This design comes from an exercise in tuning for small area on the open sky130 flow, not from production work. The RTL was checked by simulation tests, not by an equivalence proof against the original design.

==> inputs of trial 71 <==
==> flow/design.v (excerpt) <==
module GraphicDriver(clk, reset, VGA_HS, VGA_VS, VGA_R, VGA_G, VGA_B, VGA_SYNC_N, VGA_BLANK_N, KEY, enable, getAttack, blood1, blood2, magic, life, command);
clock: 8.0 ns
lec_check: 0
abc_area: 1
cap_margin: 20
core_margin: 2
core_utilization: 50
slew_margin: 20
standard.sh (not shown) runs the stock make flow with config.mk's settings and CLKGATE_MAP_FILE= SYNTH_SCRIPT=/design/flow/synth_recipe.tcl, a recipe that flattens the netlist after the stock synthesis.
==> flow/flow/run.sh <==
#!/bin/bash
# Own layout flow: the standard synthesis, then the combinational logic of its
# netlist is re-mapped for area (flip-flop cells and their names are kept),
# then the standard ORFS flow from floorplan on, with 1x port buffers.
# Every tool's output goes to a log file of its own in this folder.
set -euo pipefail
W=$PWD
R=$W/orfs/results/sky130hd/GraphicDriver/base
LIB=$FLOW_HOME/platforms/sky130hd/lib/sky130_fd_sc_hd__tt_025C_1v80.lib

# 1. standard synthesis
bash standard.sh synth > $W/log_1_standard_synth.log 2>&1
cp $R/1_2_yosys.v $W/std_1_2_yosys.v

# 2. re-map the combinational logic for area
DU=$(sed -n '/DONT_USE_CELLS += /,/^#/p' $FLOW_HOME/platforms/sky130hd/config.mk | grep -o 'sky130_fd_sc_hd__[a-z0-9_]*' | sed 's/^/-dont_use /' | tr '\n' ' ')
echo "strash; dch -f; amap; topo; buffer -c; upsize -c; dnsize -c" > $W/remap.abc
cat > $W/remap.ys <<EOS
read_liberty -ignore_miss_func $LIB
read_verilog $W/std_1_2_yosys.v
hierarchy -top GraphicDriver
setattr -mod -set keep_hierarchy 1 sky130_fd_sc_hd__dfxtp_1
flatten
opt_clean -purge
abc -D 8000 -script $W/remap.abc -liberty $LIB $DU
opt_clean -purge
hilomap -singleton -hicell sky130_fd_sc_hd__conb_1 HI -locell sky130_fd_sc_hd__conb_1 LO
insbuf -buf sky130_fd_sc_hd__buf_4 A X
opt_clean -purge
select GraphicDriver
write_verilog -noattr -noexpr -selected $W/remapped.v
EOS
yosys -s $W/remap.ys > $W/log_2_remap.log 2>&1
cp $W/remapped.v $R/1_2_yosys.v
rm -f $R/1_synth.odb $R/1_synth.sdc
bash standard.sh synth > $W/log_3_synth_odb.log 2>&1

# 3. floorplan to final layout
bash standard.sh BUFFER_PORTS_ARGS="-buffer_cell sky130_fd_sc_hd__buf_1" finish > $W/log_4_finish.log 2>&1
==> inputs of build 18, as changes to trial 71 <==
--- a/flow/flow/run.sh
+++ b/flow/flow/run.sh
@@ -16,3 +16,3 @@
 DU=$(sed -n '/DONT_USE_CELLS += /,/^#/p' $FLOW_HOME/platforms/sky130hd/config.mk | grep -o 'sky130_fd_sc_hd__[a-z0-9_]*' | sed 's/^/-dont_use /' | tr '\n' ' ')
-echo "strash; dch -f; amap; topo; buffer -c; upsize -c; dnsize -c" > $W/remap.abc
+echo "strash; dch -f; amap; topo" > $W/remap.abc
 cat > $W/remap.ys <<EOS
@@ -24,3 +24,3 @@
 opt_clean -purge
-abc -D 8000 -script $W/remap.abc -liberty $LIB $DU
+abc -script $W/remap.abc -liberty $LIB $DU
 opt_clean -purge
==> inputs of trial 24, as changes to trial 71 <==
==> flow/run.sh (new file) <==
#!/bin/bash
# synth_recipe.tcl (not shown) runs the flow's synth.tcl, then flattens the netlist and writes it again
# the make line also repeats each setting of config.mk as NAME=value (left out here)
make -C /OpenROAD-flow-scripts/flow DESIGN_CONFIG=/design/flow/config.mk WORK_HOME=/design/flow/orfs CLKGATE_MAP_FILE= SYNTH_SCRIPT=/design/flow/synth_recipe.tcl finish
removed: flow/flow/run.sh
removed: flow/standard.sh
==> metrics.log <==
[metrics] post-synthesis instance area: 9740 sq um
[metrics] run status: finished with violations
[metrics] final worst setup slack: -39.2 ps
[metrics] number of setup violations in the final report: 2
[metrics] FF-to-FF Start: Y[6]
[metrics] SO Faults: setup timing
[metrics] post-route core utilization: 0.662
[metrics] core region area: 19,300 sq um
[metrics] number of cell instances on the worst register-to-register path: 45
[metrics] buffer share of cell area: 0.137
[metrics] total of fill cells in the finished design: 1,785
That was build 18.
==> metrics.log <==
[metrics] run status: timing/DRC/antenna clean
[metrics] total of fill cells in the finished design: 2,411
[metrics] number of setup violations in the final report: 0
[metrics] post-synthesis instance area: 12,100 sq um
[metrics] final worst setup slack: 463 ps
[metrics] number of cell instances on the worst register-to-register path: 45
[metrics] buffer share of cell area: 0.0770
That was trial 24.
==> metrics.log <==
[metrics] number of setup violations in the final report: 0
[metrics] run status: timing/DRC/antenna clean
[metrics] buffer share of cell area: 0.173
[metrics] core region area: 20,300 sq um
[metrics] final worst setup slack: 213 ps
[metrics] number of cell instances on the worst register-to-register path: 49
That was trial 71.

-- separate check: timing with driven ports --
No port has a modelled driver above. Below, the same layouts with a new extraction and two added sets of constraints. Step 1: set_driving_cell puts a clkbuf_16 on clk and a buf_2 on each other input, an assumption about the parent block. Step 2, shift: input delay + t, output delay - t, t = (earliest + latest rising clock arrival at the registers) / 2. This alone moves slack from input paths to output paths. Slacks: no drivers / after step 1 / after step 2; pairs: no drivers / after step 1.
| run | t, ns | setup WS [ns] | clock arrival spread, ns | worst register clock-pin slew, ns |
|---|---|---|---|---|
| trial 71 | 0.392 | 0.213 / 0.213 / 0.213 | 0.009 / 0.008 | 0.07 / 0.07 |
| build 18 | 0.396 | -0.039 / -0.039 / -0.039 | 0.014 / 0.014 | 0.07 / 0.07 |
| trial 24 | 0.399 | 0.463 / 0.463 / 0.463 | 0.011 / 0.011 | 0.08 / 0.08 |
